This design comes from an exercise in tuning for small area, a short achievable clock period and few clock cycles on the open sky130 flow, not from production work. Function was checked by simulation only, so behaviour that the tests miss may differ from the original.

==> run.sh <==
#!/bin/bash
# synth_recipe.tcl (not shown) runs the flow's synth.tcl, then flattens the netlist and writes it again
# the make line also repeats each setting of config.mk as NAME=value (left out here)
make -C /OpenROAD-flow-scripts/flow DESIGN_CONFIG=/design/flow/config.mk WORK_HOME=/design/flow/orfs CLKGATE_MAP_FILE= SYNTH_SCRIPT=/design/flow/synth_recipe.tcl finish
==> config.mk <==
export PLATFORM = sky130hd
export DESIGN_NAME = kf_top
export DESIGN_NICKNAME = kf_top
export VERILOG_FILES = /design/flow/design.v
export SDC_FILE = /design/flow/constraint.sdc
export NUM_CORES = 4
export LEC_CHECK = 0
export ABC_AREA = 1
export CAP_MARGIN = 20
export CORE_MARGIN = 2
export CORE_UTILIZATION = 40
export PLACE_DENSITY = 0.6
export SETUP_SLACK_MARGIN = 5
export SLEW_MARGIN = 20
export SYNTH_HIERARCHICAL = 1
==> constraint.sdc <==
create_clock -name core_clock -period 10.0 [get_ports {clk}]
set_input_delay 2.0000 -clock core_clock [delete_from_list [all_inputs] [get_ports {clk}]]
set_output_delay 2.0000 -clock core_clock [all_outputs]
set_load 0.01 [all_outputs]
==> design.v <==
`timescale 1ns/1ps
module kf_top
#(parameter W=24, parameter FRAC=14, parameter NR=40, parameter ADDRW=6)
(
  input              clk,
  input              rst_n,
  input              start,
  input  [W-1:0]     data_in,
  output reg         ready,
  output [W-1:0]     result_out,
  output reg         au_done
);
  reg sLOAD, sM1, sM2, sOP1, sOP2, sDI, sDIV, sM3, sM4, sOP4;
  reg [2:0]  lc;           
  reg [1:0]  mcnt;         
  reg        mfirst;       
  reg        px;           
  reg        dfirst;       
  reg [3:0]  dcnt;         
  reg        accs;         
  reg        qtop2;        
  reg [23:0] PHI, Q, R, X, Y, AR;
  reg [36:0] ACC;
  reg [23:0] REM;
  reg [11:0] BSEL;         
  assign result_out = Q;           
  function [1:0] top_chunk;
    input [22:0] v;
    begin
      if      (|v[22:15]) top_chunk = 2'd2;
      else if (|v[14:7])  top_chunk = 2'd1;
      else                top_chunk = 2'd0;
    end
  endfunction
  function [11:0] booth;
    input [8:0] c;
    integer k;
    begin
      for (k = 0; k < 4; k = k + 1) begin
        booth[3*k]   = c[2*k+1] ^ c[2*k];                                   
        booth[3*k+1] = (c[2*k+2] & ~c[2*k+1] & ~c[2*k]) |
                       (~c[2*k+2] & c[2*k+1] & c[2*k]);                     
        booth[3*k+2] = c[2*k+2] & ~(c[2*k+1] & c[2*k]);                     
      end
    end
  endfunction
  function [8:0] chunk;
    input [22:0] v;
    input [1:0]  i;
    begin
      case (i)
        2'd0:    chunk = {v[7:0], 1'b0};
        2'd1:    chunk = v[15:7];
        default: chunk = {1'b0, v[22:15]};
      endcase
    end
  endfunction
  wire [36:0] acc_sh = mfirst ? 37'd0 : {ACC[28:0], 8'd0};
  wire [36:0] msum;
  mulstep MUL (.acc(acc_sh), .a(AR[22:0]), .bsel(BSEL), .sum(msum));
  wire [22:0] mprod = msum[36:14];
  wire        m3div  = sDIV & ((dcnt == 4'd5 & qtop2) | dcnt == 4'd1);
  wire        mP     = sM1 | sM2 | sM4 | px;           
  wire        mB     = mP | m3div | sM3;
  wire        mlast  = (mP & (mcnt == 2'd0)) | sM3;
  wire [1:0]  ptop   = top_chunk(PHI[22:0]);
  wire        mstart  = (sLOAD & (lc == 3'd5)) | ((sM1 | sM2) & (mcnt == 2'd0));
  wire [1:0]  cidx    = mstart ? ptop : mcnt - 2'd1;
  reg  [8:0]  bchunk;
  always @* begin
    if (sDIV)
      bchunk = dcnt[2] ? {1'b0, Y[22:15]} : Y[15:7];    
    else
      bchunk = chunk(PHI[22:0], cidx);
  end
  wire [11:0] bq0     = booth({Y[7:2], qb1, qb0, 1'b0});
  reg         dz, dsm;
  wire [22:0] dmag = dz ? 23'h7FFFFE : R[22:0];
  wire        klow    = {1'b0, Q[22:0]} < {dmag, 1'b0};
  wire [8:0]  kchunk  = klow ? mprod[15:7] : {1'b0, mprod[22:15]};
  wire [11:0] bnext   = sM3 ? booth(kchunk) :
                        (sDIV && dcnt == 4'd0) ? bq0 : booth(bchunk);
  wire        a_prod = sOP1 | sOP4;
  wire        b_q    = sOP1 | sOP2;
  wire        sub_op = sDIV;
  wire [23:0] sa_in  = a_prod ? {accs, ACC[36:14]} : (sOP2 ? R : Y);
  wire [23:0] sb_in  = b_q ? Q : X;
  wire [23:0] smres;
  smadd SMA (.a(sa_in), .b({sb_in[23] ^ sub_op, sb_in[22:0]}), .y(smres));
  wire        b1, b2;
  wire [22:0] rv;
  divstep DIVS (.r(REM), .d(dmag), .b1(b1), .b2(b2), .rv(rv));
  wire        qb1 = dsm ? ~dfirst : b1;
  wire        qb0 = dsm | b2;
  wire [22:0] qr     = Q[22:0] | R[22:0];
  wire        dfast  = (Q[23] == R[23]) && (|qr[22:6]);
  wire        pxdone = !px || mcnt == 2'd0;
  reg  [3:0]  fm;
  always @* begin
    if      (|qr[22:21]) fm = 4'd10;
    else if (|qr[20:19]) fm = 4'd9;
    else if (|qr[18:17]) fm = 4'd8;
    else if (|qr[16:15]) fm = 4'd7;
    else if (|qr[14:13]) fm = 4'd6;
    else if (|qr[12:11]) fm = 4'd5;
    else if (|qr[10:9])  fm = 4'd4;
    else if (|qr[8:7])   fm = 4'd3;
    else                 fm = 4'd2;
  end
  reg [23:0] finit;
  always @* begin
    finit = 24'd0;
    finit[{fm, 1'b1}] = 1'b1;
  end
  always @(posedge clk) begin
    if (mB) ACC <= msum;
    BSEL <= bnext;
    if (sOP2 | sDI) begin
      REM  <= (sOP2 & dfast) ? finit : 24'd32;
      dcnt <= (sOP2 & dfast) ? 4'd13 - fm : 4'd11;
    end else begin
      REM  <= {rv, 1'b0};
      dcnt <= dcnt - 4'd1;
    end
  end
  always @(posedge clk) begin
    if (!rst_n) begin
      ready <= 1'b1; au_done <= 1'b0;
      sLOAD <= 1'b0; sM1 <= 1'b0; sM2 <= 1'b0; sOP1 <= 1'b0; sOP2 <= 1'b0;
      sDI <= 1'b0; sDIV <= 1'b0; sM3 <= 1'b0; sM4 <= 1'b0; sOP4 <= 1'b0;
      px <= 1'b0; lc <= 3'd0; mfirst <= 1'b0; mcnt <= 2'd0;
    end else begin
      au_done <= 1'b0;
      if (mB) begin
        mfirst <= mlast;
        if (mP && mcnt != 2'd0) mcnt <= mcnt - 2'd1;
      end
      if (px && mcnt == 2'd0) begin
        px <= 1'b0;
        X[23] <= X[23] ^ PHI[23];
      end
      if (ready && start) begin
        ready <= 1'b0; sLOAD <= 1'b1; lc <= 3'd1;
      end
      if (sLOAD) begin
        lc <= lc + 3'd1;
        case (lc)
          3'd1: PHI <= data_in;
          3'd2: Q   <= data_in;
          3'd3: R   <= data_in;
          3'd4: X   <= data_in;
          default: begin
            AR <= data_in;
            sLOAD <= 1'b0; sM1 <= 1'b1;
            mcnt <= ptop; mfirst <= 1'b1;
          end
        endcase
      end
      if (sM1) begin
        if (mfirst) Y <= data_in;
        if (mcnt == 2'd0) begin
          AR[23] <= AR[23] ^ PHI[23];
          sM1 <= 1'b0; sM2 <= 1'b1;
          mcnt <= ptop;
        end
      end
      if (sM2 && mcnt == 2'd0) begin
        accs <= AR[23] ^ PHI[23];
        AR   <= X;
        sM2 <= 1'b0; sOP1 <= 1'b1;
        mcnt <= ptop; px <= 1'b1;
      end
      if (sOP1) begin
        sOP1 <= 1'b0; sOP2 <= 1'b1;
      end
      if (sOP2) begin
        R    <= smres;
        sOP2 <= 1'b0;
        dfirst <= 1'b1;
        qtop2 <= ~dfast | (fm <= 4'd6);
        dz   <= 1'b0;
        dsm  <= 1'b0;
        if (dfast && pxdone) begin
          AR   <= Q;                   
          sDIV <= 1'b1;
        end else
          sDI <= 1'b1;                 
      end
      if (sDI) begin
        AR     <= Q;
        qtop2  <= 1'b1;
        dz     <= ~|R[22:0];
        dsm    <= |R[22:0] && (R[22:6] == 17'd0) && (!R[5] || R[4:0] == 5'd0);
        sDI <= 1'b0; sDIV <= 1'b1;
      end
      if (sDIV) begin
        if (dfirst) begin
          PHI <= smres;                
          Y   <= 24'd0;
        end
        Y[{dcnt, 1'b1}] <= qb1;
        Y[{dcnt, 1'b0}] <= qb0;
        dfirst <= 1'b0;
        if (dcnt == 4'd0) begin
          sDIV <= 1'b0; sM3 <= 1'b1;
        end
      end
      if (sM3) begin
        AR   <= PHI;                       
        PHI[23] <= Q[23] ^ R[23];          
        mcnt <= klow ? 2'd1 : 2'd2;
        sM3 <= 1'b0; sM4 <= 1'b1;
      end
      if (sM4 && mcnt == 2'd0) begin
        accs <= AR[23] ^ PHI[23];
        sM4 <= 1'b0; sOP4 <= 1'b1;
      end
      if (sOP4) begin
        ready <= 1'b1; au_done <= 1'b1;
        sOP4 <= 1'b0;
      end
      if (sM1 && mcnt == 2'd0)          AR[22:0] <= mprod;    
      if (sM3)                          PHI[22:0] <= mprod;   
      if (px && mcnt == 2'd0)           X[22:0]  <= mprod;    
      if (sOP1 | sOP4)                  Q        <= smres;    
    end
  end
endmodule
module smadd(input [23:0] a, input [23:0] b, output [23:0] y);
  wire        sa   = a[23];
  wire        esub = a[23] ^ b[23];
  wire [22:0] ma   = a[22:0];
  wire [22:0] yb   = b[22:0] ^ {23{esub}};
  wire [22:0] g0   = ma & yb;
  wire [22:0] p0   = ma ^ yb;
  wire [22:0] g [0:5];
  wire [22:0] p [0:5];
  assign g[0] = g0; assign p[0] = p0;
  genvar l, i;
  generate
    for (l = 0; l < 5; l = l + 1) begin : lv
      for (i = 0; i < 23; i = i + 1) begin : bt
        if ((i >> l) & 1) begin : cmb
          localparam integer j = ((i >> l) << l) - 1;
          assign g[l+1][i] = g[l][i] | (p[l][i] & g[l][j]);
          assign p[l+1][i] = p[l][i] & p[l][j];
        end else begin : pas
          assign g[l+1][i] = g[l][i];
          assign p[l+1][i] = p[l][i];
        end
      end
    end
  endgenerate
  wire [22:0] G = g[5];
  wire [22:0] P = p[5];
  wire [22:0] c0 = {G[21:0], 1'b0};
  wire [22:0] c1 = {G[21:0] | P[21:0], 1'b1};
  wire [22:0] s0 = p0 ^ c0;
  wire [22:0] s1 = p0 ^ c1;
  wire        gt = G[22];              
  wire        eq = P[22];              
  reg  [23:0] r;
  always @* begin
    if (!esub)
      r = {sa & (|ma | |b[22:0]), gt ? 23'h7FFFFF : s0};
    else if (gt | eq)
      r = {sa & gt, s1};
    else
      r = {~sa, ~s0};
  end
  assign y = r;
endmodule
module mulstep(input [36:0] acc, input [22:0] a, input [11:0] bsel, output [36:0] sum);
  wire [23:0] am  = {1'b0, a};
  wire [23:0] am2 = {a, 1'b0};
  wire [23:0] row [0:3];
  wire [3:0]  ng;
  genvar gk;
  generate
    for (gk = 0; gk < 4; gk = gk + 1) begin : brow
      assign ng[gk]  = bsel[3*gk+2];
      assign row[gk] = (({24{bsel[3*gk]}} & am) | ({24{bsel[3*gk+1]}} & am2)) ^ {24{ng[gk]}};
    end
  endgenerate
  wire [36:0] op0 = {12'd0, ~ng[0], row[0]};
  wire [36:0] op1 = {10'd0, ~ng[1], row[1], 2'd0};
  wire [36:0] op2 = {8'd0,  ~ng[2], row[2], 4'd0};
  wire [36:0] op3 = {6'd0,  ~ng[3], row[3], 6'd0};
  wire [36:0] opn = {30'd0, ng[3], 1'b0, ng[2], 1'b0, ng[1], 1'b0, ng[0]};
  localparam [36:0] SEXT = 37'h1FAB000000;    
  assign sum = acc + op0 + op1 + op2 + op3 + opn + SEXT;
endmodule
module divstep(input [23:0] r, input [22:0] d, output b1, output b2, output [22:0] rv);
  wire [24:0] t1  = {1'b0, r} - {2'b0, d};
  assign      b1  = ~t1[24];
  wire [23:0] r1  = b1 ? {t1[22:0], 1'b0} : {r[22:0], 1'b0};
  wire [24:0] t2  = {1'b0, r1} - {2'b0, d};
  assign      b2  = ~t2[24];
  assign      rv  = b2 ? t2[22:0] : r1[22:0];
endmodule
==> impl_metrics.json <==
{
  "endpoint_kind": "flop",
  "numCtsBuffers": 34,
  "hold_class": "reg2reg",
  "grt_max_degree": 76,
  "io_buffers": 52,
  "cts_max_level": 2,
  "cts_tree": "yes",
  "final.min_clock_period_ps": 4890,
  "clk_pin_slew_ps": 60,
  "drv_cap": 0,
  "finalWirelength_um": 110000,
  "status": "finished clean",
  "required_ps": 10440,
  "worstPathArrival_ps": 5330,
  "core_um2": 68600,
  "grt.total_usage_pct": 30.2,
  "hold_buffers": 0,
  "tightestPinTransition_ps": 1080,
  "max_stage_delay_ps": 490,
  "cts_buffer_depth": 3,
  "min_path_cells": 1,
  "grt_pass1_wl_um": 162000,
  "root_buffer": "clkbuf_16",
  "dr.pass1.iters": 5,
  "syn_inst": 4056,
  "drive_gt1_share_pct": 12.9,
  "final_common_cell": "nand2_1",
  "grt_setup_unrepaired": "yes",
  "syn-cell-area_um2": 27700,
  "setup_tns_ps": 0,
  "dieArea_um2": 71300,
  "fin_crit_sh_pct": 48.9,
  "ys_warn_count": 9,
  "yosysUniqueCellTypes": 71,
  "path_cells": "clkinvlp_4, buf_4, o22ai_1, xor2_1, fa_1, fa_1, inv_1, fa_1, inv_1, ha_1, nand2_1, nor2_1, inv_2, nor2_4, nand4_1, nand3_1, nand2_1, nand2_2, inv_1, o21ai_2, ha_1, nor2_1, a21oi_1",
  "drv_slew": 0,
  "vias_per_cell": 5.54,
  "fmax_mhz": 204,
  "wl_per_cell_um": 21.7,
  "synth_top_cells_by_area": "edfxtp_1 20%, nand2_1 14%, inv_1 8.9%, ha_1 8.6%, fa_1 5.8%",
  "drt_iter0_markers": 3093,
  "rows": 96,
  "antenna_found_initial": 1,
  "cts_sinks": 244,
  "cp.depth": 23,
  "layout_common_cells": "1021 x nand2_1, 629 x inv_1, 303 x nor2_1",
  "syn_area_per_cell_um2": 6.82,
  "ant_nets": 0,
  "drc": 0,
  "synth_edf_count": 186,
  "synth_top_area_share_pct": 20.2,
  "die_w_um": 267,
  "finalNetCount": 4433,
  "path_buf_inv": 6,
  "area.growth.synth_to_final_pct": 15.6,
  "path_class": "reg2reg",
  "gp_routability_congestion": 0.989,
  "crit_fanout": 11,
  "fp.dieH_um": 267,
  "setup_viol": 0,
  "seq_area_frac_synth_pct": 24.4,
  "clock_skew_ps": 21.8,
  "synth_largest_area_cell": "edfxtp_1",
  "critPathSlowestCell": "fa_1",
  "pin_count": 53,
  "dp.final_hpwl_um": 83400,
  "via_count": 28200,
  "ys_ff_latch": 244,
  "start_kind": "flop",
  "hold_viol": 0,
  "ys_async_sr_fraction_pct": 0,
  "cp_top_family": "adder cells",
  "slew_headroom_pct": 27.7,
  "r2r_cells": 23,
  "start_util_pct": 40.4,
  "synthFlopType": "edfxtp_1",
  "clk_latency_ps": 560,
  "grt_pass1_vias": 26100,
  "grt_overflow": 0
}
stage by stage:
stage | utilization [%] | setup slack, ps | instances | hold WS [ps] | cell area [µm²]
5_1_grt | 46.6 | 4930 | 5093 | 519 | 32000
2_1_floorplan | - | 5440 | 4065 | 434 | 27700
3_3_place_gp | 42.2 | 3910 | 4932 | 465 | 28900
6_report | 46.6 | 5110 | 5094 | 488 | 32000
3_5_place_dp | 42.2 | 3720 | 4932 | 466 | 28900
4_1_cts | 44.8 | 5010 | 5044 | 482 | 30700
path summary, 6_finish.rpt:
path,start,to,slack (ps)
hold reg to reg,sM4$_SDFFE_PP0P_,sM4$_SDFFE_PP0P_,490
setup / recovery,BSEL[0]$_DFF_P_,BSEL[0]$_DFF_P_,5110
setup reg to reg,BSEL[0]$_DFF_P_,BSEL[0]$_DFF_P_,5110
hold / removal,sM4$_SDFFE_PP0P_,sM4$_SDFFE_PP0P_,490
cells in the mapped netlist (12+ instances only):
library cell and number:
a21oi_1 183, a31oi_1 12, buf_2 17, buf_6 13, clkbuf_1 97, dfxtp_1 58
edfxtp_1 186, fa_1 80, ha_1 190, inv_1 659, mux2_2 15, nand2_1 1051
nand2_2 58, nand2_4 13, nand3_1 175, nand3_2 14, nand4_1 52, nor2_1 332
nor2_2 17, nor3_1 25, nor4_1 20, o21ai_0 306, o21ai_1 20, o22ai_1 117
xnor2_1 17, xor2_1 175
worst register-to-register path: cells and delay by family, from the launching register on:
kind	cells	cell delay (ps)
buffers and inverters	6	590
and+or+nand+nor	8	1090
xor gates and xnor gates	1	220
adders and majority gates	5	2020
DFF	1	400
AOI/OAI and AO/OA	3	450
cells by family after synthesis:
logic type	count (synthesis)	share of synthesized area, %
muxes	16	0.646
adders and majority gates	270	14.4
buffers and inverters	820	11.8
DFF	244	24.4
other	1	0.0135
xor gates and xnor gates	192	6.07
AOI/OAI and AO/OA	711	14.3
and+or+nand+nor	1802	28.4
cell type report:
class                           instances  area (µm²)
Fill cell                            7090       36600
Multi-Input combinational cell       3004       18600
Sequential cell                       244        6770
Inverter                              677        2600
Timing Repair Buffer                  165        1570
Tap cell                              931        1160
Clock buffer                           44         962
Clock inverter                         18         199
Timing Repair inverter                 10        76.3
Antenna cell                            1        2.50
flip-flops by register name (all words and copies together) (netlist names), 2 cells and up:
signal	count
X	24
AR	24
lc	3
Y	24
ACC	37
Q	24
dcnt	4
REM	23
PHI	24
BSEL	12
mcnt	2
R	24
layer usage:
layer  global-route usage (%)  share of wire, %  vias to the layer above
met5                        0                 0                        -
met4                     15.0               5.6                        0
met3                     5.40               9.0                      287
met1                     40.5                41                    13300
met2                     46.8                44                     1376
li1                         -                 -                    13300
modules after synthesis, one instance, submodules excluded:
module,cells inside,flip-flops and latches
kf_top,1903,244
smadd,437,0
mulstep,967,0
divstep,749,0
repair_timing:
action | 4_1_cts | 5_1_grt
setup endpoints to repair | 124 | 79
gates resized for setup | 62 | 191
pin swaps | 8 | 44
buffers inserted | 36 | 46
gates cloned | 14 | 3
Testbench counts, summed over its fixed seeds: cycles 7,453.

afterwards: timing with drivers on the ports:
In the flow no input, the clock included, has a driving cell. The finished layout below was timed again as built, in two steps.
Step 1 (the two cells are an assumption about what drives the block):
set clk [get_ports {clk}]
set_driving_cell -lib_cell sky130_fd_sc_hd__clkbuf_16 $clk
set_driving_cell -lib_cell sky130_fd_sc_hd__buf_2 [delete_from_list [all_inputs] $clk]
Step 2 times the ports against the registers' clock, not the clock port: input delays grow and output delays shrink by t, the midpoint of the rising clock arrivals with the driver on.
Three values: no drivers, after step 1, after step 2; two values: the first two.
shift t [ns]: 0.608
setup WS [ns]: 5.108 / 5.108 / 5.108
worst hold slack (ns): 0.488 / 0.488 / 0.488
worst setup path at the end: register to register
pins driven straight from the clock port: 1
After both steps this run still meets setup and hold. For this run, drivers alone change the setup slack by 0.000 ns; drivers and shift together by 0.000 ns.
